What follows belongs to an exercise in optimizing a design on an open flow for small area; a production flow would make more cautious choices. At most, simulation tests tie the RTL to the original design; equivalence was not proved. No functional check of the RTL was part of run 1. No driver is modelled on the clock port, so clock power and skew are understated where the tree is cut down; a real chip needs a root buffer or a tree. No activity file was given, so power comes from the tool's default toggle rates.

### flow/synth.tcl
# The standard synthesis (synth_recipe.tcl), with two changes to the
# combinational mapping only: yosys does not pull half/full adders out of the
# logic before ABC, and ABC maps for area (flow/area.abc) instead of speed.
# Registers are mapped exactly as in the standard synthesis.
proc extract_fa {args} {}
proc abc {args} {
  set i [lsearch $args -script]
  if {$i >= 0} {
    lset args [expr {$i + 1}] $::env(AREA_ABC_SCRIPT)
  }
  yosys abc {*}$args
}
source $::env(FLOW_SYNTH_TCL)
### design.v
module DigitalClock_12hrFormat(
    input clk,
    input rst,
    input center,
    input right,
    input left,
    input up,
    input down,
    input M_00,
    input M_01,
    input M_02,
    input M_03,
    input M_10,
    input M_11,
    input M_12,
    input H_00,
    input H_01,
    input H_02,
    input H_10,
    input H_11,
    output [6:0] seg,
    output [3:0] an,
    output AMPM_indicator_led,
    output clock_mode_indicator_led,
    output Alarm1,
    output Alarm2,
    output Alarm3,
    output Alarm4,
    output Alarm5,
    input stop
);
    wire act, tgl, s60;
    wire [2:0] dmt;
    wire [3:0] dmo, ho;
    wire ht, dpm;
    reg  x;
    ticks      TK (.clk(clk), .rst(rst), .center(center), .left(left), .right(right),
                   .cm(clock_mode_indicator_led), .act(act), .tgl(tgl), .s60(s60));
    timeofday  TD (.clk(clk), .rst(rst), .act(act), .tgl(tgl), .up(up), .down(down), .s60(s60),
                   .dmt(dmt), .dmo(dmo), .dpm(dpm), .ht(ht), .ho(ho));
    scan       SC (.clk(clk), .rst(rst), .dmo(dmo), .dmt(dmt), .ho(ho), .ht(ht), .seg(seg), .an(an));
    wire match = ~H_11 & (H_10 == ht) & ({1'b0, H_02, H_01, H_00} == ho) &
                 ({M_12, M_11, M_10} == dmt) & ({M_03, M_02, M_01, M_00} == dmo);
    always @(posedge clk)
        if (rst) x <= 1'b0;
        else x <= ~stop & (x | match);
    assign AMPM_indicator_led = dpm;
    assign Alarm1 = x;
    assign Alarm2 = x;
    assign Alarm3 = x;
    assign Alarm4 = x;
    assign Alarm5 = x;
endmodule
module ticks(input clk, input rst, input center, input left, input right,
             output reg cm, output act, output reg tgl, output s60);
    reg       hi;
    reg [5:0] lo;
    reg [5:0] sec;
    wire wrap_lo  = lo[5] & lo[4] & lo[1] & lo[0];        
    assign act    = ~cm & (hi | wrap_lo);            
    wire sec_tick = cm & hi & wrap_lo;               
    assign s60    = sec[5] & sec[4] & ~sec[2] & ~sec[1] & ~sec[0];   
    always @(posedge clk) begin
        if (rst) begin
            cm <= 1'b0; hi <= 1'b0; lo <= 6'd0; sec <= 6'd0; tgl <= 1'b0;
        end else begin
            cm <= cm ^ center;
            hi <= cm & (hi ^ wrap_lo);
            lo <= (wrap_lo | (~cm & hi)) ? 6'd0 : {lo[4:0], ~(lo[5] ^ lo[0])};
            if (s60 | (cm & center & ~sec_tick)) sec <= 6'd0;
            else if (sec_tick) sec <= {sec[4:0], ~(sec[5] ^ sec[0])};
            if (cm & center) tgl <= 1'b0;
            else if (act & (left | right)) tgl <= ~tgl;
        end
    end
endmodule
module timeofday(input clk, input rst, input act, input tgl, input up, input down, input s60,
                 output [2:0] dmt, output reg [3:0] dmo, output reg dpm,
                 output ht, output [3:0] ho);
    reg [2:0] rmt;
    reg [3:0] rh12;
    reg       op_u, op_d, op_h;
    wire      f60 = op_u & op_d;
    wire d_m60  = rmt[2] & rmt[1];
    wire d_mo0  = ~(dmo[3] | dmo[2] | dmo[1] | dmo[0]);
    wire d_mt0  = ~(rmt[2] | rmt[1] | rmt[0]);
    wire d_mo9  = dmo[3] & dmo[0];
    wire d_hclr = rh12[3] & rh12[2] & rh12[0] | ~(rh12[3] | rh12[2] | rh12[1] | rh12[0]);
    wire d_h12  = rh12[3] & rh12[2];
    wire d_h11  = rh12[3] & rh12[1] & rh12[0];
    wire d_h1   = ~rh12[3] & ~rh12[2] & ~rh12[1] & rh12[0];
    wire m_up = op_u & ~op_d & ~op_h;
    wire m_dn = op_d & ~op_u & ~op_h;
    wire h_up = d_m60 | (op_u & ~op_d & op_h);
    wire h_dn = (op_d & ~op_u & op_h) | (m_dn & d_mo0 & d_mt0);
    wire [3:0] a = dmo ^ {4{m_dn}};
    wire cu = m_up & d_mo9;
    wire cd = m_dn & d_mo0;
    wire wr = cu | cd;
    wire t0 = m_up | m_dn;
    wire t1 = t0 & a[0];
    wire t2 = t1 & a[1];
    wire t3 = t2 & a[2];
    wire [3:0] mo = dmo ^ {t3 | wr, t2 & ~wr, t1 & ~wr, t0};
    wire [2:0] b = rmt ^ {3{m_dn}};
    wire u1 = wr & b[0];
    wire u2 = u1 & b[1];
    wire [2:0] mt = {rmt[2] & ~rmt[1], rmt[1] & ~rmt[2], rmt[0]} ^ {u2, u1 & ~(cd & d_mt0), wr};
    wire [3:0] c = rh12 ^ {4{h_dn}};
    wire sp = (h_up & d_h12) | (h_dn & d_h1);
    wire v0 = h_up | h_dn;
    wire v1 = v0 & c[0];
    wire v2 = v1 & c[1];
    wire v3 = v2 & c[2];
    wire [3:0] h12 = d_hclr ? 4'd12 : rh12 ^ {v3 | sp, v2 | sp, v1, v0 & ~(h_up & d_h11 & dpm)};
    wire pm = ~d_hclr & (dpm ^ ((h_up & d_h11 & ~dpm) | (h_dn & d_h1 & ~dpm) | (h_dn & d_h12 & dpm)));
    wire m60   = mt[2] & mt[1];
    wire mo0   = ~(mo[3] | mo[2] | mo[1] | mo[0]);
    wire mt0   = ~(mt[2] | mt[1] | mt[0]);
    wire h24   = h12[3] & h12[2] & h12[0];
    wire h_nz  = pm | ~(h12[3] & h12[2]);            
    wire t_nz  = h_nz | ~mo0 | ~mt0;                  
    wire mmode = act & ~tgl;
    wire hmode = act & tgl;
    wire n_mu  = ~m60 & (s60 | (mmode & up & ~(down & t_nz)));
    wire n_md  = ~m60 & mmode & down & t_nz;
    wire n_hu  = ~m60 & ~h24 & hmode & up & ~(down & h_nz);
    wire n_hd  = ~m60 & ~h24 & hmode & down & h_nz;
    always @(posedge clk)
        if (rst) begin
            dmo <= 4'd0; rmt <= 3'd0; dpm <= 1'b0; rh12 <= 4'd0;
            op_u <= 1'b0; op_d <= 1'b0; op_h <= 1'b0;
        end else begin
            dmo <= mo; rmt <= mt; dpm <= pm; rh12 <= h12;
            op_u <= n_mu | n_hu | (h24 & d_m60);
            op_d <= n_md | n_hd | (h24 & d_m60);
            op_h <= n_hu | n_hd;
        end
    assign dmt = rmt | {f60, f60, 1'b0};
    assign ht = rh12[3] & (rh12[2] | rh12[1]);
    assign ho = {~ht & rh12[3], ~ht & rh12[2], ht ? rh12[2] & ~rh12[0] : rh12[1], rh12[0]};
endmodule
module scan(input clk, input rst, input [3:0] dmo, input [2:0] dmt, input [3:0] ho, input ht,
            output [6:0] seg, output [3:0] an);
    reg [1:0] cnt, dd;
    reg       fr;              
    reg [3:0] mem0, mem2;
    reg [2:0] mem1;
    reg       mem3;
    reg [3:0] segc;            
    always @(posedge clk) begin
        case (dd)
        2'd0: mem0 <= dmo;
        2'd1: mem1 <= dmt;
        2'd2: mem2 <= ho;
        2'd3: mem3 <= ht;
        endcase
        if (rst) begin
            cnt <= 2'd0; dd <= 2'd0; fr <= 1'b1; segc <= 4'd15;
        end else begin
            cnt <= cnt + 2'd1;
            if (cnt == 2'd3) dd <= dd + 2'd1;
            if ((cnt == 2'd3) & (dd == 2'd3)) fr <= 1'b0;
            if (fr & (cnt == 2'd0)) segc <= 4'd15;
            else case (dd)
            2'd0: segc <= mem0;
            2'd1: segc <= {1'b0, mem1};
            2'd2: segc <= mem2;
            2'd3: segc <= {3'b000, mem3};
            endcase
        end
    end
    assign seg[0] = (segc[1] & segc[3]) | (~segc[0] & ~segc[1] & segc[2]) | (segc[0] & ~segc[1] & ~segc[2] & ~segc[3]);
    assign seg[1] = ~((~segc[2]) | (~segc[0] & ~segc[1]) | (segc[0] & segc[1] & ~segc[3]));
    assign seg[2] = (segc[1] & segc[3]) | (~segc[0] & segc[1] & ~segc[2]);
    assign seg[3] = ~((~segc[0] & ~segc[2]) | (segc[1] & ~segc[2]) | (~segc[0] & segc[1]) | (segc[0] & ~segc[1] & segc[2]));
    assign seg[4] = (segc[0]) | (~segc[1] & segc[2]);
    assign seg[5] = (segc[0] & segc[1]) | (segc[1] & ~segc[2]) | (segc[0] & ~segc[2] & ~segc[3]);
    assign seg[6] = (segc[0] & segc[1] & segc[2]) | (~segc[1] & ~segc[2] & ~segc[3]);
    wire       rst_state = segc[3] & segc[2] & (cnt == 2'd0);
    wire [1:0] dprev = (cnt == 2'd0) ? dd - 2'd1 : dd;
    assign an = rst_state ? 4'b1111 : ~(4'b0001 << dprev);
endmodule
### standard.sh
#!/bin/bash
# synth_recipe.tcl (not shown) runs the flow's synth.tcl, then flattens the netlist and writes it again
# the make line also repeats each setting of config.mk as NAME=value (left out here)
make -C /OpenROAD-flow-scripts/flow DESIGN_CONFIG=/design/flow/config.mk WORK_HOME=/design/flow/orfs CLKGATE_MAP_FILE= SYNTH_SCRIPT=/design/flow/synth_recipe.tcl "${@:-finish}"
### flow/run.sh
#!/bin/bash
# The standard layout (standard.sh) with three changes:
#  - synthesis maps the logic for area (flow/synth.tcl, flow/area.abc);
#  - the ports get the smallest buffer cell;
#  - the clock tree uses clkbuf_8 buffers and no dummy loads.
# make's full output goes to standard.log; ORFS keeps each step's log in orfs/logs.
set -euo pipefail
here=$(pwd)
export FLOW_SYNTH_TCL="$here/synth_recipe.tcl"
export AREA_ABC_SCRIPT="$here/flow/area.abc"
bash standard.sh \
  "SYNTH_SCRIPT=$here/flow/synth.tcl" \
  "BUFFER_PORTS_ARGS=-buffer_cell sky130_fd_sc_hd__buf_1" \
  "CTS_ARGS=-sink_clustering_enable -repair_clock_nets -root_buf sky130_fd_sc_hd__clkbuf_16 -buf_list sky130_fd_sc_hd__clkbuf_16 -sink_clustering_size 64 -sink_clustering_max_diameter 500 -sink_clustering_levels 1 -dont_use_dummy_load" \
  finish > standard.log 2>&1
### config.mk
export PLATFORM = sky130hd
export DESIGN_NAME = DigitalClock_12hrFormat
export DESIGN_NICKNAME = DigitalClock_12hrFormat
export VERILOG_FILES = /design/flow/design.v
export SDC_FILE = /design/flow/constraint.sdc
export NUM_CORES = 4
export LEC_CHECK = 0
export CAP_MARGIN = 20
export CORE_MARGIN = 2
export CORE_UTILIZATION = 40
export CTS_BUF_LIST = sky130_fd_sc_hd__clkbuf_4
export PLACE_DENSITY = 0.6
export SLEW_MARGIN = 20
### flow/area.abc
strash
&get -n
&deepsyn -T 20
&put
dch -f
amap
topo
### constraint.sdc
create_clock -name core_clock -period 10.0 [get_ports {clk}]
set_input_delay 2.0000 -clock core_clock [delete_from_list [all_inputs] [get_ports {clk}]]
set_output_delay 2.0000 -clock core_clock [all_outputs]
set_load 0.01 [all_outputs]
==> results of run 1 <==
[path summary, 6_finish.rpt]
path | end | slack, ps | cells after the start
max | an[1] | 6350 | 4
min | TK.lo[2] | 430 | 2
max reg2reg | TD.op_u | 7120 | 11
min reg2reg | TK.lo[2] | 430 | 2
[cell usage after synthesis (all sizes together)]
cell type / instances
a211o: 1
a211oi: 8
a21oi: 13
a221o: 2
a221oi: 1
a222oi: 1
a22o: 1
a22oi: 3
a31oi: 4
a32oi: 1
a41oi: 1
and3: 3
buf: 4
clkinv: 37
dfxtp: 40
edfxtp: 12
nand2: 23
nand2b: 1
nand3: 1
nand3b: 1
nand4: 1
nor2: 68
nor2b: 5
nor3: 20
nor4: 1
o21a: 2
o21ai: 19
o221ai: 3
o22ai: 8
o311ai: 1
o32ai: 2
or2: 5
or3: 3
[critical path, stage by stage (launching register included)]
cell and delay [ps]:
dfxtp_1 400, clkinv_1 130, nor2_1 530, o22ai_1 140, buf_1 160
[stage by stage]
stage          setup slack, ps  power (mW)  area [µm²]  utilization
5_1_grt                   6166      0.4818        2694       0.4804
3_5_place_dp              6622      0.3094        2569       0.4581
2_1_floorplan             6872      0.2867        2362            -
6_report                  6348      0.4595        2694       0.4804
3_3_place_gp              6673      0.3086        2569       0.4581
4_1_cts                   6301      0.4639        2694       0.4804
[report_power, final]
group | switching [mW] | internal, mW
registers | 0.00782 | 0.226
logic | 0.0455 | 0.0252
clock network | 0.0668 | 0.0885
total | 0.120 | 0.339
[metal layers]
metal,GRT usage,vias up,part of all wire,wire [µm]
met4,0.06610,0,0.016,82
met3,0.03444,5,0.035,178
met2,0.2810,31,0.47,2393
met5,0,-,0,0
li1,-,1110,-,-
met1,0.2176,954,0.48,2460
[area by class of cell]
class / count / area (µm²) / share of cell area
Multi-Input combinational cell: 203 / 1032 / 0.3832
Clock buffer: 5 / 125.1 / 0.04645
Inverter: 37 / 138.9 / 0.05156
Sequential cell: 52 / 1161 / 0.4310
Timing Repair Buffer: 38 / 146.4 / 0.05434
Tap cell: 72 / 90.09 / 0.03344
[cell families after synthesis]
kind of cell | after synthesis
DFF | 52
and+or+nand+nor | 132
buffers and inverters | 41
AOI/OAI and AO/OA | 71
[state kept, by name, indices dropped and copies added, names as in the netlist, 2 cells and up]
| name | count |
|---|---|
| SC.segc | 4 |
| SC.dd | 2 |
| TK.lo | 6 |
| TD.dmo | 4 |
| TD.rh12 | 4 |
| SC.cnt | 2 |
| SC.mem0 | 4 |
| SC.mem1 | 3 |
| TK.sec | 6 |
| TD.rmt | 3 |
| SC.mem2 | 4 |
==> flow_summary.yaml, run 1 <==
global_routing:
  gr-usage-all-layers: 0.1697
  grt_pass1_vias: 1873
  overflow: 0
  antenna_found_initial: 0
  grt_pass1_wl_um: 8521
  grt_max_degree: 17
clock_tree:
  ctsHoldBuffers: 0
  cts.clk_slew.worst_paths_ps: 60
  post-cts-setup-buffer-count: 0
  cts.sink_count: 52
  cts-buffers-inserted: 5
  cts_tree: "yes"
  cts_max_level: 2
  cts_resized: 0
  cts_root_buf: "clkbuf_16"
  cts_max_path_buffers: 2
  clk_latency_ps: 280
timing:
  finClkSkew_ps: 7.188
  relSlewSlack: 0.5521
  max_freq_ghz: 0.2738
  whs_ps: 427.5
  report.final.hold_viol_count: 0
  period_minus_slack_ps: 3652
  setup_violations: 0
  period_share: 0.3652
  final-max-slew-violation-count: 0
  rsz0062_at_grt: "false"
  fin_setup_tns_ps: 0
  worstMarginPinSlew_ps: 669.3
route:
  drtPass1Iterations: 4
  routedWlPerCell_um: 12.57
  ant_nets: 0
  routed_wl_um: 5114
  drt_iter0_drc: 147
  vias: 2100
  vias_per_cell: 5.160
  drc: 0
critical_path:
  cp-end-kind: "output pin"
  critPathLaunchType: "flip-flop"
  arrival_ps: 1650
  worstPathMaxFanout: 9
  r2r-start: "TD.dmo[0]"
  crit_required_ps: 8000
  critPathKind: "flip-flop to output pin"
  crit_start: "SC.dd[1]"
die:
  dieArea_um2: 6537
  num_rows: 27
  fp.dieH_um: 80.85
  core_um2: 5608
  boundaryPins: 38
  initial_core_util: 0.4212
  dieWidth_um: 80.85
placement:
  hpwlAfterDp_um: 3917
  dp_cells: 402
  gp_congestion: 0.8192
  place.port_buffers: 37
worst_hold_path:
  hold_path_class: "flip-flop to flip-flop"
  min-delay-start: "TK.lo[1]"
synth:
  synth_compound_area_frac: 0.1944
  synth_top_area_cell: "dfxtp_1"
  synth_area_um2: 2362
  synth_top_area_frac: 0.3390
  syn_nets: 316
  yosysSeqAreaShare: 0.4915
  ys_warn_count: 4
  synth_fa_ha_area_frac: 0
  synthSimpleGateAreaFrac: 0.2426
  synth.distinct_cells: 33
  muxShareOfSynthArea: 0
  synth-xor-area-share: 0
  synth-seq-cells: 52
  synth_top_family_by_area: "simple AND/OR/NAND/NOR gates"
  synthTopCellsByArea: "dfxtp_1, edfxtp_1, nor2_1"
  postSynthAreaPerCell_um2: 7.981
  synthCells: 296
final_layout:
  fin_nets: 357
  finalNonFillerCells: 407
  drive_gt1_frac: 0.01791
  final_common_cell: "nor2_1"
  n_fill_cell: 597
  area_delta_synth_final_pct: 14.04
  n_antenna_cell: 0
  final_cell_mix: "nor2_1, dfxtp_1, clkinv_1, buf_1, nand2_1"
pwr:
  ir_drop_uv: 74.07
  pwr_density_cell_nw_per_um2: 170.6
  leakagePower_nw: 0.9097
run_status:
  outcome: "finished clean"
flow_run:
  maxCapViolations: 0
==> run 2: changes to the inputs <==
--- a/design.v
+++ b/design.v
@@ -149,3 +149,4 @@
     reg       mem3;
-    reg [3:0] segc;            
+    reg [3:0] nsegc;           
+    wire [3:0] segc = ~nsegc;
     always @(posedge clk) begin
@@ -158,3 +159,3 @@
         if (rst) begin
-            cnt <= 2'd0; dd <= 2'd0; fr <= 1'b1; segc <= 4'd15;
+            cnt <= 2'd0; dd <= 2'd0; fr <= 1'b1; nsegc <= 4'd0;
         end else begin
@@ -163,8 +164,8 @@
             if ((cnt == 2'd3) & (dd == 2'd3)) fr <= 1'b0;
-            if (fr & (cnt == 2'd0)) segc <= 4'd15;
+            if (fr & (cnt == 2'd0)) nsegc <= 4'd0;
             else case (dd)
-            2'd0: segc <= mem0;
-            2'd1: segc <= {1'b0, mem1};
-            2'd2: segc <= mem2;
-            2'd3: segc <= {3'b000, mem3};
+            2'd0: nsegc <= ~mem0;
+            2'd1: nsegc <= ~{1'b0, mem1};
+            2'd2: nsegc <= ~mem2;
+            2'd3: nsegc <= ~{3'b000, mem3};
             endcase
==> flow/run.sh (replaced) <==
#!/bin/bash
# The standard layout (standard.sh) with three changes:
#  - synthesis maps the logic for area (flow/synth.tcl, flow/area.abc);
#  - the ports get the smallest buffer cell;
#  - the clock tree uses clkbuf_8 buffers and no dummy loads, and its root
#    buffer is dropped so the clock port drives the leaf buffers (flow/clock_root.tcl).
# make's full output goes to standard.log; ORFS keeps each step's log in orfs/logs.
set -euo pipefail
here=$(pwd)
export FLOW_SYNTH_TCL="$here/synth_recipe.tcl"
export AREA_ABC_SCRIPT="$here/flow/area.abc"
bash standard.sh \
  "SYNTH_SCRIPT=$here/flow/synth.tcl" \
  "BUFFER_PORTS_ARGS=-buffer_cell sky130_fd_sc_hd__buf_1" \
  "CTS_ARGS=-sink_clustering_enable -repair_clock_nets -root_buf sky130_fd_sc_hd__clkbuf_8 -buf_list sky130_fd_sc_hd__clkbuf_8 -sink_clustering_size 40 -sink_clustering_max_diameter 300 -dont_use_dummy_load" \
  "POST_CTS_TCL=$here/flow/clock_root.tcl" \
  finish > standard.log 2>&1
==> flow/clock_root.tcl (new file) <==
set block [ord::get_db_block]
set clknet [$block findNet clk]
set root ""
foreach it [$clknet getITerms] {
  set inst [$it getInst]
  if {[string match "*clkbuf*" [[$inst getMaster] getName]]} { set root $inst }
}
if {$root ne "" && [llength [$clknet getITerms]] == 1} {
  set rootout ""
  foreach it [$root getITerms] {
    if {[$it isOutputSignal]} { set rootout [$it getNet] }
  }
  set loads {}
  set all_bufs 1
  foreach it [$rootout getITerms] {
    if {[$it getInst] ne $root} {
      lappend loads $it
      if {![string match "*clkbuf*" [[[$it getInst] getMaster] getName]]} { set all_bufs 0 }
    }
  }
  if {[llength $loads] <= 4 && $all_bufs} {
    foreach it $loads {
      $it disconnect
      $it connect $clknet
    }
    puts "clock_root.tcl: removed root buffer [$root getName], clock port drives [llength $loads] leaf buffers"
    odb::dbInst_destroy $root
    odb::dbNet_destroy $rootout
    detailed_placement
    estimate_parasitics -placement
  } else {
    puts "clock_root.tcl: root buffer kept ([llength $loads] loads)"
  }
}
==> flow_summary.yaml, run 2 <==
run_status:
  outcome: "finished clean"
die:
  dieArea_um2: 6510
  num_rows: 27
  dieWidth_um: 80.69
  boundaryPins: 38
  fp.dieH_um: 80.69
  initial_core_util: 0.4195
  core_um2: 5608
timing:
  report.final.hold_viol_count: 0
  finClkSkew_ps: 21.18
  max_freq_ghz: 0.2807
  final-max-slew-violation-count: 0
  rsz0062_at_grt: "false"
  period_minus_slack_ps: 3563
  worstMarginPinSlew_ps: 698.5
  relSlewSlack: 0.5326
  setup_violations: 0
  period_share: 0.3563
  fin_setup_tns_ps: 0
synth:
  synth_area_um2: 2352
  synthCells: 286
  synthTopCellsByArea: "dfxtp_1, edfxtp_1, nor2_1"
  postSynthAreaPerCell_um2: 8.225
  synth.distinct_cells: 31
  yosys-top-cells-count: "nor2_1, dfxtp_1, clkinv_1"
  synthFlopType: "dfxtp_1"
  synth-seq-cells: 52
  ys_async_sr_fraction: 0
  synth-edff-count: 12
  ys_warn_count: 4
  syn_nets: 306
  synth_top_area_frac: 0.3404
  yosysSeqAreaShare: 0.4936
  synth_top_area_cell: "dfxtp_1"
  yosysMostFrequentCell: "nor2_1"
clock_tree:
  cts.clk_slew.worst_paths_ps: 80
  cts.sink_count: 52
  clk_latency_ps: 150
critical_path:
  crit_required_ps: 10030
  critPathKind: "flip-flop to flip-flop"
  arrival_ps: 3590
  ff2ff_path_depth: 14
  cp-end-kind: "flip-flop"
  critPathLaunchType: "flip-flop"
  worstPathMaxFanout: 5
final_layout:
  top_regs: "TK.lo: 6 flops, TK.sec: 6 flops"
  n_fill_cell: 561
  drive_gt1_frac: 0.01543
  final_common_cell: "nor2_1"
  finalNonFillerCells: 396
  final_cell_mix: "nor2_1, dfxtp_1, clkinv_1, buf_1, nand2_1"
  final_util: 0.4661
  area_delta_synth_final_pct: 11.12
  fin_nets: 346
  multi_input_area_um2: 1022
  seq_area_um2: 1161
  n_antenna_cell: 0
route:
  drc: 0
  drtPass1Iterations: 4
  vias: 2088
  drt_iter0_drc: 132
  routed_wl_um: 5006
  ant_nets: 0
  routedWlPerCell_um: 12.64
  vias_per_cell: 5.273
global_routing:
  grt_pass1_vias: 1878
  overflow: 0
  gr-usage-all-layers: 0.1647
  grt_pass1_wl_um: 8383
  grt_max_degree: 18
  antenna_found_initial: 0
flow_run:
  maxCapViolations: 0
pwr:
  p_total_mw: 0.3491
  leakagePower_nw: 0.8615
  pwr_density_cell_nw_per_um2: 133.6
  ir_drop_uv: 54.46
placement:
  place.port_buffers: 37
  gp_congestion: 0.9270
  dp_cells: 392
  hpwlAfterDp_um: 3948
worst_hold_path:
  worstHoldPathCells: 1
  hold_path_class: "flip-flop to flip-flop"
[run 2: cell count changes in the layout (fill, tap and decap cells not counted), sizes merged, moves of 3 or more]
cell    change
nand2       -4
o211ai      +3
nor2       -13
o22ai       +4
nor4        +5
nor3        -5
[run 2: cell type report]
class,count,area share
tap,72,0.03447
multi-input combinational,193,0.3911
timing repair buffer,38,0.05601
clock buffer,4,0.02106
sequential,52,0.4442
inverter,37,0.05314
[run 2: stage by stage]
stage               worst slack, ps  hold WS (ps)  cell area, µm²
finish                         6437         422.4            2614
global route                   6055         441.3            2614
detailed placement             6422         414.6            2559
global placement               6468         414.9            2559
floorplan                      6794         402.3            2352
[run 2: cell families (layout without fill, tap and decap cells)]
family / Yosys count / count (layout) / share of synthesized area
simple gates: 116 / 116 / 0.2207
compound gates: 76 / 76 / 0.2101
flops: 52 / 52 / 0.4936
buf+inv: 41 / 79 / 0.07181
xor+xnor: 1 / 1 / 0.003724
[run 2: power by group]
part / internal, mW / switching (mW)
logic: 0.0142 / 0.0242
registers: 0.220 / 0.00465
clock network: 0.0367 / 0.0494
total: 0.271 / 0.0782
[run 2: path summary, 6_finish.rpt]
path | from | end | slack (ps)
setup / recovery | TD.op_d | TD.op_u | 6440
setup reg to reg | TD.op_d | TD.op_u | 6440
hold reg to reg | SC.mem0[2] | SC.nsegc[2] | 420
hold / removal | SC.mem0[2] | SC.nsegc[2] | 420
[run 2: critical path: stages (launching register included)]
cell	delay (ps)
dfxtp_1	360
clkinv_1	110
nor3_1	320
nand3_1	160
or3_1	390
nor2_1	250
a32oi_1	190
nor2_1	230
nor3_1	80
a221o_1	350
nor4_1	270
nand2_1	120
o211ai_1	250
nor2b_1	90
a221o_1	300
[run 2: metal layers]
metal,GRT usage,share of wire,vias to the layer above
li1,-,-,1091
met1,0.2244,0.48,948
met2,0.2692,0.46,47
met3,0.03371,0.050,2
met4,0.03729,0.0068,0
met5,0,0,-
==> run 3: changes to the inputs <==
--- a/config.mk
+++ b/config.mk
@@ -9,5 +9,4 @@
 export CORE_MARGIN = 2
-export CORE_UTILIZATION = 40
-export CTS_BUF_LIST = sky130_fd_sc_hd__clkbuf_4
-export PLACE_DENSITY = 0.6
+export CORE_UTILIZATION = 80
+export PLACE_DENSITY = 0.9
 export SLEW_MARGIN = 20
==> flow_summary.yaml, run 3 <==
synth:
  synth-edff-count: 12
  yosysMostFrequentCell: "nor2_1"
  synth.distinct_cells: 31
  synthFlopType: "dfxtp_1"
  synth-seq-cells: 52
  yosys-top-cells-count: "nor2_1, dfxtp_1, clkinv_1"
  ys_warn_count: 4
  synth_area_um2: 2352
  synth_top_area_cell: "dfxtp_1"
  syn_nets: 306
  synthCells: 286
  yosysSeqAreaShare: 0.4936
  ys_async_sr_fraction: 0
  postSynthAreaPerCell_um2: 8.225
  synth_top_area_frac: 0.3404
  synthTopCellsByArea: "dfxtp_1, edfxtp_1, nor2_1"
die:
  initial_core_util: 0.8457
  fp.dieH_um: 58.23
  num_rows: 19
  dieWidth_um: 58.23
  boundaryPins: 38
run_status:
  tool.error: "[ERROR GPL-0301] Utilization 100.697 % exceeds 100%."
  outcome: "aborted with a tool error"
  haltStage: "global placement"
placement:
  place.port_buffers: 37
[run 3: cell counts after synthesis]
No cell type changed its count.
[run 3: cells by family after synthesis]
group,synth area share
compound gates,0.2101
xor+xnor,0.003724
flops,0.4936
simple gates,0.2207
buf+inv,0.07181
==> run 4: changes to the inputs <==
--- a/config.mk
+++ b/config.mk
@@ -9,4 +9,4 @@
 export CORE_MARGIN = 2
-export CORE_UTILIZATION = 80
-export PLACE_DENSITY = 0.9
+export CORE_UTILIZATION = 75
+export PLACE_DENSITY = 0.85
 export SLEW_MARGIN = 20
==> flow_summary.yaml, run 4 <==
critical_path:
  critPathKind: "flip-flop to flip-flop"
  r2r_slack_ps: 6160
  critical_path_buf_inv_count: 1
  arrival_ps: 3860
  crit_end: "TD.op_u"
  critPathLaunchType: "flip-flop"
  worstPathMaxFanout: 5
  ff2ff_path_depth: 14
  cp_num_cells: 14
  crit_required_ps: 10030
  critPathSlowestCell: "or3_1"
  r2r-end: "TD.op_u"
  crit_start: "TD.op_d"
  slowest_delay_ps: 410
  crit_family: "simple AND/OR/NAND/NOR gates"
  cp-end-kind: "flip-flop"
  r2r-start: "TD.op_d"
  path_cells: "clkinv_1, nor3_1, nand3_1, or3_1, nor2_1, a32oi_1, nor2_1, nor3_1, a221o_1, nor4_1, nand2_1, o211ai_1, nor2b_1, a221o_1"
global_routing:
  gr-usage-all-layers: 0.3159
  grt-busiest-layer: "met2"
  overflow: 0
  grt_use_met1: 0.3689
  antenna_found_initial: 0
  grt_max_degree: 19
  grt_pass1_wl_um: 8500
  gr-usage-met3: 0.06277
  grt_pass1_vias: 2015
  grt_use_met2: 0.5730
timing:
  setup_violations: 0
  period_minus_slack_ps: 3837
  relSlewSlack: 0.4607
  report.final.hold_viol_count: 0
  final-max-slew-violation-count: 0
  max_freq_ghz: 0.2606
  fin_setup_tns_ps: 0
  rsz0062_at_grt: "false"
  period_share: 0.3837
  finClkSkew_ps: 35.43
  worstMarginPinSlew_ps: 808.9
final_layout:
  multi_input_area_um2: 1022
  final_cell_mix: "nor2_1, dfxtp_1, clkinv_1, buf_1, nand2_1"
  fin_nets: 345
  top_regs: "TK.lo: 6 flops, TK.sec: 6 flops"
  n_antenna_cell: 0
  finalNonFillerCells: 367
  drive_gt1_frac: 0.01238
  final_common_cell: "nor2_1"
  seq_area_um2: 1161
  n_fill_cell: 211
  area_delta_synth_final_pct: 9.309
clock_tree:
  clk_latency_ps: 160
  cts.clk_slew.worst_paths_ps: 80
  cts.sink_count: 52
synth:
  synthCells: 286
  synthTopCellsByArea: "dfxtp_1, edfxtp_1, nor2_1"
  synth-seq-cells: 52
  ys_async_sr_fraction: 0
  synthFlopType: "dfxtp_1"
  syn_nets: 306
  synth_area_um2: 2352
  synth-edff-count: 12
  synth_top_area_cell: "dfxtp_1"
  yosys-top-cells-count: "nor2_1, dfxtp_1, clkinv_1"
  postSynthAreaPerCell_um2: 8.225
  yosysMostFrequentCell: "nor2_1"
  synth_top_area_frac: 0.3404
  yosysSeqAreaShare: 0.4936
  ys_warn_count: 4
  synth.distinct_cells: 31
route:
  drtPass1Iterations: 5
  routedWlPerCell_um: 14.66
  ant_nets: 0
  vias: 2225
  vias_per_cell: 6.063
  drc: 0
  routed_wl_um: 5382
  drt_iter0_drc: 125
die:
  dieArea_um2: 3601
  boundaryPins: 38
  num_rows: 20
  fp.dieH_um: 60.01
  core_um2: 3028
  dieWidth_um: 60.01
  initial_core_util: 0.7769
run_status:
  outcome: "finished clean"
worst_hold_path:
  hold_path_class: "flip-flop to flip-flop"
  min-delay-start: "SC.mem0[2]"
placement:
  place.port_buffers: 37
  dp_cells: 363
  gp_congestion: 0.9128
  hpwlAfterDp_um: 3906
pwr:
  pwr_density_cell_nw_per_um2: 136.5
  ir_drop_uv: 96.59
  leakagePower_nw: 0.8567
flow_run:
  maxCapViolations: 0
-- run 4: how the worst min path moves through the flow --
stage,end,slack (ps),cells past startpoint
floorplan,SC.cnt[0],400,1
global placement,TK.lo[5],420,2
detailed placement,SC.nsegc[1],420,1
global route,SC.nsegc[1],430,1
finish,SC.nsegc[2],410,1
-- run 4: worst register-to-register path, stage by stage, from the launching register on --
cell	delay [ps]
dfxtp_1	360
clkinv_1	120
nor3_1	330
nand3_1	190
or3_1	410
nor2_1	260
a32oi_1	210
nor2_1	270
nor3_1	90
a221o_1	370
nor4_1	370
nand2_1	140
o211ai_1	230
nor2b_1	90
a221o_1	290
-- run 4: routing by layer --
layer	vias up	share of wire
li1	1098	-
met4	0	0.015
met5	-	0
met2	109	0.51
met1	1007	0.41
met3	11	0.063
-- run 4: layout make-up --
| class | instances | share of cell area |
|---|---|---|
| inverter | 37 | 0.05401 |
| clock buffer | 4 | 0.02141 |
| tap | 44 | 0.02141 |
| multi-input combinational | 193 | 0.3976 |
| timing repair buffer | 37 | 0.05401 |
| sequential | 52 | 0.4516 |
-- run 4: cell families (layout without fill, tap and decap cells) --
logic type | count (synthesis) | count (layout) | share of synthesized area
AOI/OAI and AO/OA | 76 | 76 | 0.2101
xor gates and xnor gates | 1 | 1 | 0.003724
buffers and inverters | 41 | 78 | 0.07181
DFF | 52 | 52 | 0.4936
and+or+nand+nor | 116 | 116 | 0.2207
-- run 4: through the flow --
stage | setup WS (ps) | instance area (µm²) | utilization | hold slack (ps) | power, mW
floorplan | 6794 | 2352 | - | 402.3 | 0.2537
global route | 5784 | 2571 | 0.8492 | 434.5 | 0.3612
global placement | 6215 | 2516 | 0.8310 | 418.0 | 0.2662
finish | 6163 | 2571 | 0.8492 | 413.0 | 0.3510
detailed placement | 6106 | 2516 | 0.8310 | 419.5 | 0.2678
-- run 4: power by group --
part           switching [mW]  internal [mW]
registers             0.00492          0.220
logic                  0.0254         0.0140
clock network          0.0500         0.0367
total                  0.0802          0.271
==> run 5: changes to the inputs <==
--- a/config.mk
+++ b/config.mk
@@ -9,4 +9,4 @@
 export CORE_MARGIN = 2
-export CORE_UTILIZATION = 75
-export PLACE_DENSITY = 0.85
+export CORE_UTILIZATION = 70
+export PLACE_DENSITY = 0.8
 export SLEW_MARGIN = 20
==> flow_summary.yaml, run 5 <==
critical_path:
  worstPathMaxFanout: 17
  crit_start: "rst"
  r2r-end: "TD.op_u"
  ff2ff_path_depth: 14
  critPathLaunchType: "input pin"
  r2r-start: "TD.op_d"
  arrival_ps: 3810
  r2r_slack_ps: 6320
  cp-end-kind: "flip-flop"
  crit_required_ps: 10090
  critPathKind: "input pin to flip-flop"
final_layout:
  final_common_cell: "nor2_1"
  area_delta_synth_final_pct: 9.415
  n_fill_cell: 262
  final_util: 0.7836
  final_cell_mix: "nor2_1, dfxtp_1, clkinv_1, buf_1, nand2_1"
  fin_area_um2: 2574
  fin_nets: 345
  drive_gt1_frac: 0.01238
  n_antenna_cell: 0
  top_regs: "TK.lo: 6 flops, TK.sec: 6 flops"
run_status:
  outcome: "finished clean"
clock_tree:
  cts.sink_count: 52
  clk_latency_ps: 160
  cts.clk_slew.worst_paths_ps: 100
global_routing:
  grt_use_met1: 0.3142
  gr-usage-all-layers: 0.2638
  grt_pass1_vias: 1832
  overflow: 0
  grt_use_met2: 0.4688
  gr-usage-met3: 0.05797
  grt_max_degree: 19
  grt_pass1_wl_um: 7438
  grt-busiest-layer: "met2"
  antenna_found_initial: 0
timing:
  worstMarginPinSlew_ps: 834.7
  report.final.hold_viol_count: 0
  setup_violations: 0
  period_minus_slack_ps: 3725
  rsz0062_at_grt: "false"
  relSlewSlack: 0.4436
  max_freq_ghz: 0.2685
  finClkSkew_ps: 29.54
  final-max-slew-violation-count: 0
  period_share: 0.3725
  fin_setup_tns_ps: 0
route:
  ant_nets: 0
  vias_per_cell: 5.659
  drt_iter0_drc: 146
  drtPass1Iterations: 4
  routedWlPerCell_um: 12.89
  vias: 2088
  routed_wl_um: 4755
  drc: 0
pwr:
  p_int_mw: 0.2707
  seqPwrFrac: 0.642
  pwr_density_cell_nw_per_um2: 136.0
  switching_share: 0.2264
  clkPwrFrac: 0.248
  switchingPower_mw: 0.07922
  ir_drop_uv: 91.16
  leakagePower_nw: 0.8567
  power_frac_comb: 0.110
die:
  initial_core_util: 0.7162
  dieArea_um2: 3840
  fp.dieH_um: 61.97
  boundaryPins: 38
  core_um2: 3284
  num_rows: 21
  dieWidth_um: 61.97
placement:
  place.port_buffers: 37
  hpwlAfterDp_um: 3652
  postPlaceCellArea_um2: 2519
  gp_congestion: 0.8918
worst_hold_path:
  worstHoldPathCells: 1
  min-delay-start: "SC.mem2[1]"
  hold_path_end: "SC.nsegc[1]"
  hold_path_class: "flip-flop to flip-flop"
synth:
  yosys-top-cells-count: "nor2_1, dfxtp_1, clkinv_1"
  synth_area_um2: 2352
  syn_nets: 306
  postSynthAreaPerCell_um2: 8.225
  synth-seq-cells: 52
  synth_top_area_cell: "dfxtp_1"
  synth.distinct_cells: 31
  synth_top_area_frac: 0.3404
  synthFlopType: "dfxtp_1"
  synthTopCellsByArea: "dfxtp_1, edfxtp_1, nor2_1"
  synth-edff-count: 12
  yosysMostFrequentCell: "nor2_1"
  ys_async_sr_fraction: 0
  yosysSeqAreaShare: 0.4936
  ys_warn_count: 4
  synthCells: 286
flow_run:
  maxCapViolations: 0
[run 5: cell counts after synthesis]
Identical to the previous run, type by type.
[run 5: kinds of logic after synthesis]
group,count (synthesis),share of synthesized area
XOR/XNOR,1,0.003724
flip-flops,52,0.4936
AO/OA/AOI/OAI,76,0.2101
buffers and inverters,41,0.07181
AND/OR/NAND/NOR,116,0.2207
[run 5: final cells by class]
type                    instances  area [µm²]  area share
inverters                      37       138.9     0.05396
well taps                      46       57.56     0.02236
repair buffers                 37       138.9     0.05396
clock buffers                   4       55.05     0.02139
flip-flops and latches         52        1161      0.4511
multi-input cells             193        1022      0.3972
[run 5: stage by stage]
stage | cells | hold WS [ps] | total power [mW] | setup slack [ps]
after detailed placement | 365 | 421.2 | 0.2676 | 6123
after global routing | 369 | 441.6 | 0.3637 | 5967
after floorplan | 286 | 402.3 | 0.2537 | 6794
final | 369 | 427.7 | 0.3499 | 6275
after global placement | 365 | 410.2 | 0.2666 | 6225
[run 5: metal layers]
metal	vias up	routed length [µm]
met1	928	2108
met5	-	0
li1	1091	-
met2	57	2306
met4	0	112
met3	12	228
[run 5: how the worst max path moves through the flow]
stage / slack (ps) / cells after the start / to
2_1_floorplan: 6790 / 5 / seg[1]
3_3_place_gp: 6220 / 6 / TK.sec[3]
3_5_place_dp: 6120 / 6 / TK.sec[4]
5_1_grt: 5970 / 14 / TD.op_u
6_report: 6280 / 6 / TK.sec[4]
[run 5: power groups by stage]
stage / Clock, mW / Combinational, mW / Sequential [mW]
2_1_floorplan: 0 / 0.0251 / 0.229
3_3_place_gp: 0 / 0.0372 / 0.229
3_5_place_dp: 0 / 0.0380 / 0.230
5_1_grt: 0.0935 / 0.0446 / 0.226
6_report: 0.0868 / 0.0384 / 0.225
[run 5: worst max-delay path, stage by stage]
cell	delay (ps)
buf_1	610
clkinv_1	330
nand4_1	290
nand2_1	140
or2_0	280
o22ai_1	170
==> run 6: changes to the inputs <==
--- a/flow/run.sh
+++ b/flow/run.sh
@@ -14,3 +14,3 @@
   "BUFFER_PORTS_ARGS=-buffer_cell sky130_fd_sc_hd__buf_1" \
-  "CTS_ARGS=-sink_clustering_enable -repair_clock_nets -root_buf sky130_fd_sc_hd__clkbuf_8 -buf_list sky130_fd_sc_hd__clkbuf_8 -sink_clustering_size 40 -sink_clustering_max_diameter 300 -dont_use_dummy_load" \
+  "CTS_ARGS=-sink_clustering_enable -repair_clock_nets -root_buf sky130_fd_sc_hd__clkbuf_8 -buf_list sky130_fd_sc_hd__clkbuf_4 -sink_clustering_size 40 -sink_clustering_max_diameter 300 -dont_use_dummy_load" \
   "POST_CTS_TCL=$here/flow/clock_root.tcl" \
==> flow_summary.yaml, run 6 <==
run_status:
  outcome: "finished clean"
synth:
  synth_top_area_frac: 0.3404
  synth_area_um2: 2352
  synth.distinct_cells: 31
  ys_async_sr_fraction: 0
  syn_nets: 306
  synth_top_area_cell: "dfxtp_1"
  ys_warn_count: 4
  postSynthAreaPerCell_um2: 8.225
  synthCells: 286
  synth-seq-cells: 52
  synth-edff-count: 12
  synthTopCellsByArea: "dfxtp_1, edfxtp_1, nor2_1"
  synthFlopType: "dfxtp_1"
  yosysMostFrequentCell: "nor2_1"
  yosysSeqAreaShare: 0.4936
  yosys-top-cells-count: "nor2_1, dfxtp_1, clkinv_1"
global_routing:
  antenna_found_initial: 0
  gr-usage-met3: 0.05797
  grt_use_met2: 0.4688
  grt_use_met1: 0.3142
  grt_pass1_wl_um: 7438
  gr-usage-all-layers: 0.2638
  overflow: 0
  grt-busiest-layer: "met2"
  grt_pass1_vias: 1832
  grt_max_degree: 19
route:
  drtPass1Iterations: 4
  ant_nets: 0
  drc: 0
  drt_iter0_drc: 146
  vias_per_cell: 5.659
  vias: 2088
  routedWlPerCell_um: 12.89
  routed_wl_um: 4755
timing:
  final-max-slew-violation-count: 0
  setup_violations: 0
  relSlewSlack: 0.4436
  report.final.hold_viol_count: 0
  max_freq_ghz: 0.2685
  worstMarginPinSlew_ps: 834.7
  period_minus_slack_ps: 3725
  period_share: 0.3725
  rsz0062_at_grt: "false"
  fin_setup_tns_ps: 0
  finClkSkew_ps: 29.54
critical_path:
  critPathKind: "input pin to flip-flop"
  critPathSlowestCell: "buf_1"
  slowest_delay_ps: 610
  r2r_slack_ps: 6320
  ff2ff_path_depth: 14
  cp_num_cells: 6
  crit_family: "buffers and inverters"
  critical_path_buf_inv_count: 2
  worstPathMaxFanout: 17
  critPathLaunchType: "input pin"
  arrival_ps: 3810
  crit_required_ps: 10090
  path_cells: "buf_1, clkinv_1, nand4_1, nand2_1, or2_0, o22ai_1"
  cp-end-kind: "flip-flop"
final_layout:
  multi_input_area_um2: 1022
  fin_area_um2: 2574
  top_regs: "TK.lo: 6 flops, TK.sec: 6 flops"
  seq_area_um2: 1161
  n_fill_cell: 262
  drive_gt1_frac: 0.01238
  area_delta_synth_final_pct: 9.415
  n_antenna_cell: 0
  final_common_cell: "nor2_1"
  fin_nets: 345
  final_cell_mix: "nor2_1, dfxtp_1, clkinv_1, buf_1, nand2_1"
pwr:
  seqPwrFrac: 0.642
  switching_share: 0.2264
  switchingPower_mw: 0.07922
  p_int_mw: 0.2707
  ir_drop_uv: 91.16
  clkPwrFrac: 0.248
  leakagePower_nw: 0.8567
  power_frac_comb: 0.110
  pwr_density_cell_nw_per_um2: 136.0
die:
  core_um2: 3284
  dieArea_um2: 3840
  fp.dieH_um: 61.97
  num_rows: 21
  boundaryPins: 38
  dieWidth_um: 61.97
  initial_core_util: 0.7162
worst_hold_path:
  hold_path_class: "flip-flop to flip-flop"
  worstHoldPathCells: 1
clock_tree:
  clk_latency_ps: 160
  cts.sink_count: 52
  cts.clk_slew.worst_paths_ps: 100
placement:
  postPlaceCellArea_um2: 2519
  place.port_buffers: 37
  hpwlAfterDp_um: 3652
  gp_congestion: 0.8918
flow_run:
  maxCapViolations: 0
run 6: cell counts in the layout (fill, tap and decap cells not counted):
Identical to the previous run, type by type.
run 6: worst reg2reg max path: stages (launching register included):
cell and delay [ps]:
dfxtp_1 360, clkinv_1 120, nor3_1 320, nand3_1 160, or3_1 380, nor2_1 260
a32oi_1 200, nor2_1 230, nor3_1 80, a221o_1 360, nor4_1 360, nand2_1 140
o211ai_1 230, nor2b_1 90, a221o_1 290
run 6: worst paths after layout:
check,start,end
worst max-delay path,rst,TK.sec[4]
worst min register to register,SC.mem2[1],SC.nsegc[1]
worst max register to register,TD.op_d,TD.op_u
worst min-delay path,SC.mem2[1],SC.nsegc[1]
run 6: stage by stage:
step	hold WS, ps	utilization	std cells	total power [mW]	setup WS (ps)
2_1_floorplan	402.3	-	286	0.2537	6794
3_3_place_gp	410.2	0.7669	365	0.2666	6225
5_1_grt	441.6	0.7836	369	0.3637	5967
3_5_place_dp	421.2	0.7669	365	0.2676	6123
6_report	427.7	0.7836	369	0.3499	6275
run 6: per-layer routing:
metal	vias to the layer above	share of wire	wire length, µm
li1	1091	-	-
met1	928	0.44	2108
met2	57	0.48	2306
met3	12	0.048	228
met4	0	0.024	112
met5	-	0	0
run 6: cell type report:
type / instances / share of cell area
inverters: 37 / 0.05396
well taps: 46 / 0.02236
flip-flops and latches: 52 / 0.4511
clock buffers: 4 / 0.02139
repair buffers: 37 / 0.05396
multi-input cells: 193 / 0.3972
run 6: power groups by stage:
stage | clock network, mW | logic, mW | registers [mW]
2_1_floorplan | 0 | 0.0251 | 0.229
3_5_place_dp | 0 | 0.0380 | 0.230
3_3_place_gp | 0 | 0.0372 | 0.229
5_1_grt | 0.0935 | 0.0446 | 0.226
6_report | 0.0868 | 0.0384 | 0.225
run 6: kinds of logic (layout without fill, tap and decap cells):
group | Yosys count | count (layout) | synth area share
and+or+nand+nor | 116 | 116 | 0.2207
buffers and inverters | 41 | 78 | 0.07181
AOI/OAI and AO/OA | 76 | 76 | 0.2101
xor gates and xnor gates | 1 | 1 | 0.003724
DFF | 52 | 52 | 0.4936
==> run 7: changes to the inputs <==
--- a/config.mk
+++ b/config.mk
@@ -9,4 +9,4 @@
 export CORE_MARGIN = 2
-export CORE_UTILIZATION = 70
-export PLACE_DENSITY = 0.8
+export CORE_UTILIZATION = 80
+export PLACE_DENSITY = 0.9
 export SLEW_MARGIN = 20
==> flow_summary.yaml, run 7 <==
synth:
  yosys-top-cells-count: "nor2_1, dfxtp_1, clkinv_1"
  synth_area_um2: 2352
  synth_top_area_frac: 0.3404
  synthTopCellsByArea: "dfxtp_1, edfxtp_1, nor2_1"
  synthCells: 286
  synth.distinct_cells: 31
  ys_warn_count: 4
  yosysSeqAreaShare: 0.4936
  synth-seq-cells: 52
  syn_nets: 306
  yosysMostFrequentCell: "nor2_1"
  synth_top_area_cell: "dfxtp_1"
  ys_async_sr_fraction: 0
  synth-edff-count: 12
  synthFlopType: "dfxtp_1"
  postSynthAreaPerCell_um2: 8.225
run_status:
  haltStage: "global placement"
  outcome: "aborted with a tool error"
  tool.error: "[ERROR GPL-0301] Utilization 100.697 % exceeds 100%."
die:
  num_rows: 19
  dieWidth_um: 58.23
  initial_core_util: 0.8457
  boundaryPins: 38
  fp.dieH_um: 58.23
placement:
  place.port_buffers: 37
==> run 7: cell families after synthesis <==
| logic type | share of synthesized area |
|---|---|
| AOI/OAI and AO/OA | 0.2101 |
| xor gates and xnor gates | 0.003724 |
| buffers and inverters | 0.07181 |
| and+or+nand+nor | 0.2207 |
| DFF | 0.4936 |
==> run 8: changes to the inputs <==
==> flow/run.sh (replaced) <==
#!/bin/bash
# The standard layout (standard.sh) with three changes:
#  - synthesis maps the logic for area: ABC runs each flow/area_*.abc script
#    and the smallest mapping is kept (flow/synth.tcl);
#  - the ports get the smallest buffer cell;
#  - the clock tree uses clkbuf_8 buffers and no dummy loads, and its root
#    buffer is dropped so the clock port drives the leaf buffers (flow/clock_root.tcl).
# make's full output goes to standard.log; ORFS keeps each step's log in orfs/logs.
set -euo pipefail
here=$(pwd)
export FLOW_SYNTH_TCL="$here/synth_recipe.tcl"
export AREA_ABC_SCRIPTS="$(ls "$here"/flow/area_*.abc | tr '\n' ' ')"
bash standard.sh \
  "SYNTH_SCRIPT=$here/flow/synth.tcl" \
  "BUFFER_PORTS_ARGS=-buffer_cell sky130_fd_sc_hd__buf_1" \
  "CTS_ARGS=-sink_clustering_enable -repair_clock_nets -root_buf sky130_fd_sc_hd__clkbuf_8 -buf_list sky130_fd_sc_hd__clkbuf_8 -sink_clustering_size 40 -sink_clustering_max_diameter 300 -dont_use_dummy_load" \
  "POST_CTS_TCL=$here/flow/clock_root.tcl" \
  finish > standard.log 2>&1
==> flow/area_a0.abc (new file) <==
strash
&get -n
&deepsyn -T 20
&put
dch -f
amap -A 10 -F 3
topo
==> flow/area_a1.abc (new file) <==
strash
&get -n
&deepsyn -T 20 -S 1
&put
dch -f
amap -A 10 -F 3
topo
==> flow/area_c0.abc (new file) <==
strash
&get -n
&deepsyn -T 20
&put
dch -f
amap -m
topo
==> flow/area_s0.abc (new file) <==
strash
&get -n
&deepsyn -T 20
&put
dch -f
amap
topo
==> flow/area_s1.abc (new file) <==
strash
&get -n
&deepsyn -T 20 -S 1
&put
dch -f
amap
topo
==> flow/area_s2.abc (new file) <==
strash
&get -n
&deepsyn -T 20 -S 2
&put
dch -f
amap
topo
==> flow/area_s3.abc (new file) <==
strash
&get -n
&deepsyn -T 20 -S 3
&put
dch -f
amap
topo
==> flow/synth.tcl (replaced) <==
# The standard synthesis (synth_recipe.tcl), with two changes to the
# combinational mapping only: yosys does not pull half/full adders out of the
# logic before ABC, and ABC maps for area: it is run with each script in
# AREA_ABC_SCRIPTS and the mapping with the smallest cell area is kept.
# Registers are mapped exactly as in the standard synthesis.
proc extract_fa {args} {}
proc mapped_area {} {
  set lib [lindex $::env(LIB_FILES) 0]
  set rep [tee -q -s result.string stat -liberty $lib]
  if {[regexp {Chip area for module[^:]*:\s*([0-9.]+)} $rep -> a]} { return $a }
  return 1e12
}
proc abc {args} {
  set i [lsearch $args -script]
  yosys design -save pre_abc
  set best 1e12
  set n 0
  foreach script [split $::env(AREA_ABC_SCRIPTS) " "] {
    if {$script eq ""} continue
    yosys design -load pre_abc
    set a $args
    if {$i >= 0} { lset a [expr {$i + 1}] $script }
    yosys abc {*}$a
    set area [mapped_area]
    puts "area mapping with [file tail $script]: $area"
    if {$area < $best} {
      set best $area
      yosys design -save best_abc
    }
    incr n
  }
  yosys design -load best_abc
  puts "area mapping kept: $best"
}
source $::env(FLOW_SYNTH_TCL)
--- a/config.mk
+++ b/config.mk
@@ -9,4 +9,5 @@
 export CORE_MARGIN = 2
-export CORE_UTILIZATION = 80
-export PLACE_DENSITY = 0.9
+export CORE_UTILIZATION = 40
+export CTS_BUF_LIST = sky130_fd_sc_hd__clkbuf_4
+export PLACE_DENSITY = 0.6
 export SLEW_MARGIN = 20
removed: flow/area.abc
==> flow_summary.yaml, run 8 <==
run_status:
  outcome: "finished clean"
pwr:
  switchingPower_mw: 0.07823
  pwr_density_cell_nw_per_um2: 133.6
  clkPwrFrac: 0.246
  switching_share: 0.2241
  power_frac_comb: 0.110
  leakagePower_nw: 0.8615
  p_int_mw: 0.2709
  p_total_mw: 0.3491
  seqPwrFrac: 0.643
  ir_drop_uv: 54.46
timing:
  rsz0062_at_grt: "false"
  setup_violations: 0
  finClkSkew_ps: 21.18
  worstMarginPinSlew_ps: 698.5
  period_minus_slack_ps: 3563
  report.final.hold_viol_count: 0
  relSlewSlack: 0.5326
  final-max-slew-violation-count: 0
  whs_ps: 422.4
  fin_setup_tns_ps: 0
  period_share: 0.3563
  max_freq_ghz: 0.2807
synth:
  ys_warn_count: 4
  synth_top_area_cell: "dfxtp_1"
  synthTopCellsByArea: "dfxtp_1, edfxtp_1, nor2_1"
  synthFlopType: "dfxtp_1"
  synth_top_area_frac: 0.3404
  syn_nets: 306
  synth_area_um2: 2352
  synthCells: 286
  yosysSeqAreaShare: 0.4936
  yosys-top-cells-count: "nor2_1, dfxtp_1, clkinv_1"
  synth-edff-count: 12
  yosysMostFrequentCell: "nor2_1"
  synth-seq-cells: 52
  synth.distinct_cells: 31
  ys_async_sr_fraction: 0
  postSynthAreaPerCell_um2: 8.225
route:
  ant_nets: 0
  drc: 0
  drt_iter0_drc: 132
  routedWlPerCell_um: 12.64
  vias_per_cell: 5.273
  vias: 2088
  drtPass1Iterations: 4
  routed_wl_um: 5006
die:
  num_rows: 27
  dieWidth_um: 80.69
  initial_core_util: 0.4195
  fp.dieH_um: 80.69
  boundaryPins: 38
  dieArea_um2: 6510
  core_um2: 5608
final_layout:
  final_common_cell: "nor2_1"
  final_cell_mix: "nor2_1, dfxtp_1, clkinv_1, buf_1, nand2_1"
  finalNonFillerCells: 396
  n_antenna_cell: 0
  fin_nets: 346
  seq_area_um2: 1161
  drive_gt1_frac: 0.01543
  top_regs: "TK.lo: 6 flops, TK.sec: 6 flops"
  multi_input_area_um2: 1022
  n_fill_cell: 561
  area_delta_synth_final_pct: 11.12
critical_path:
  worstPathMaxFanout: 5
  critPathSlowestCell: "or3_1"
  critPathLaunchType: "flip-flop"
  arrival_ps: 3590
  cp-end-kind: "flip-flop"
  slowest_delay_ps: 390
  crit_required_ps: 10030
  critPathKind: "flip-flop to flip-flop"
  path_cells: "clkinv_1, nor3_1, nand3_1, or3_1, nor2_1, a32oi_1, nor2_1, nor3_1, a221o_1, nor4_1, nand2_1, o211ai_1, nor2b_1, a221o_1"
flow_run:
  maxCapViolations: 0
placement:
  place.port_buffers: 37
  gp_congestion: 0.9270
  dp_cells: 392
  hpwlAfterDp_um: 3948
global_routing:
  grt_pass1_wl_um: 8383
  grt_max_degree: 18
  antenna_found_initial: 0
  overflow: 0
  grt_pass1_vias: 1878
  gr-usage-all-layers: 0.1647
clock_tree:
  cts.sink_count: 52
  cts.clk_slew.worst_paths_ps: 80
  clk_latency_ps: 150
worst_hold_path:
  hold_path_class: "flip-flop to flip-flop"
run 8: cell counts after synthesis:
Identical to the previous run, type by type.
run 8: through the flow:
stage / utilization / instance area, µm² / setup slack, ps
2_1_floorplan: - / 2352 / 6794
3_3_place_gp: 0.4563 / 2559 / 6468
3_5_place_dp: 0.4563 / 2559 / 6422
5_1_grt: 0.4661 / 2614 / 6055
6_report: 0.4661 / 2614 / 6437
run 8: final cells by class:
class	instances	area share
well taps	72	0.03447
multi-input cells	193	0.3911
inverters	37	0.05314
repair buffers	38	0.05601
clock buffers	4	0.02106
flip-flops and latches	52	0.4442
run 8: cell families after synthesis:
kind of cell / after synthesis / synth area share
AND/OR/NAND/NOR: 116 / 0.2207
AO/OA/AOI/OAI: 76 / 0.2101
flip-flops: 52 / 0.4936
buffers and inverters: 41 / 0.07181
XOR/XNOR: 1 / 0.003724
run 8: layer usage:
layer,vias to the layer above,share of wire,global-route usage
li1,1091,-,-
met1,948,0.48,0.2244
met2,47,0.46,0.2692
met3,2,0.050,0.03371
met4,0,0.0068,0.03729
met5,-,0,0
run 8: worst max-delay path: cells and delay by family (launching register included):
kind | cells | cell delay [ps]
AND/OR/NAND/NOR | 9 | 1910
buffers and inverters | 1 | 110
AO/OA/AOI/OAI | 4 | 1090
flip-flops | 1 | 360
run 8: power by group through the flow:
stage                     logic, mW  clock network, mW  registers [mW]
after global routing         0.0436             0.0971           0.226
final                        0.0385             0.0860           0.225
after floorplan              0.0251                  0           0.229
after detailed placement     0.0385                  0           0.230
after global placement       0.0383                  0           0.229
run 8: path summary, 6_finish.rpt:
path / from / end / slack, ps / cells after the start
max: TD.op_d / TD.op_u / 6440 / 14
max reg2reg: TD.op_d / TD.op_u / 6440 / 14
min reg2reg: SC.mem0[2] / SC.nsegc[2] / 420 / 1
min: SC.mem0[2] / SC.nsegc[2] / 420 / 1

[port drivers added, routing unchanged]
The results above use ideal ports. As a check the final layouts listed here were re-extracted and re-timed, cells and wires unchanged.
Step 1 (the two cells are an assumption about what drives the block):
set clk [get_ports {clk}]
set_driving_cell -lib_cell sky130_fd_sc_hd__clkbuf_16 $clk
set_driving_cell -lib_cell sky130_fd_sc_hd__buf_2 [delete_from_list [all_inputs] $clk]
Step 2 also shifts input and output timing later by t, the mid clock arrival at the registers, as if the neighbouring blocks saw the same clock.
Three values: ideal, step 1, step 2; two values: the first two.
| run | t (ns) | setup WS [ns] | hold WS [ns] | worst setup path after step 2 | worst slew at a driven data input, ns |
|---|---|---|---|---|---|
| run 1 | 0.317 | 6.348 / 6.312 / 6.628 | 0.427 / 0.427 / 0.427 | register to output | 0.04 |
| run 2 | 0.192 | 6.437 / 6.393 / 6.394 | 0.422 / 0.422 / 0.422 | input to register | 0.04 |
| run 4 | 0.200 | 6.163 / 6.163 / 6.111 | 0.413 / 0.413 / 0.413 | input to register | 0.04 |
| run 5 | 0.197 | 6.275 / 6.304 / 6.108 | 0.428 / 0.428 / 0.428 | input to register | 0.03 |
| run 6 | 0.197 | 6.275 / 6.304 / 6.108 | 0.428 / 0.428 / 0.428 | input to register | 0.03 |
| run 8 | 0.192 | 6.437 / 6.393 / 6.394 | 0.422 / 0.422 / 0.422 | input to register | 0.04 |
After both steps every run listed still meets setup and hold.
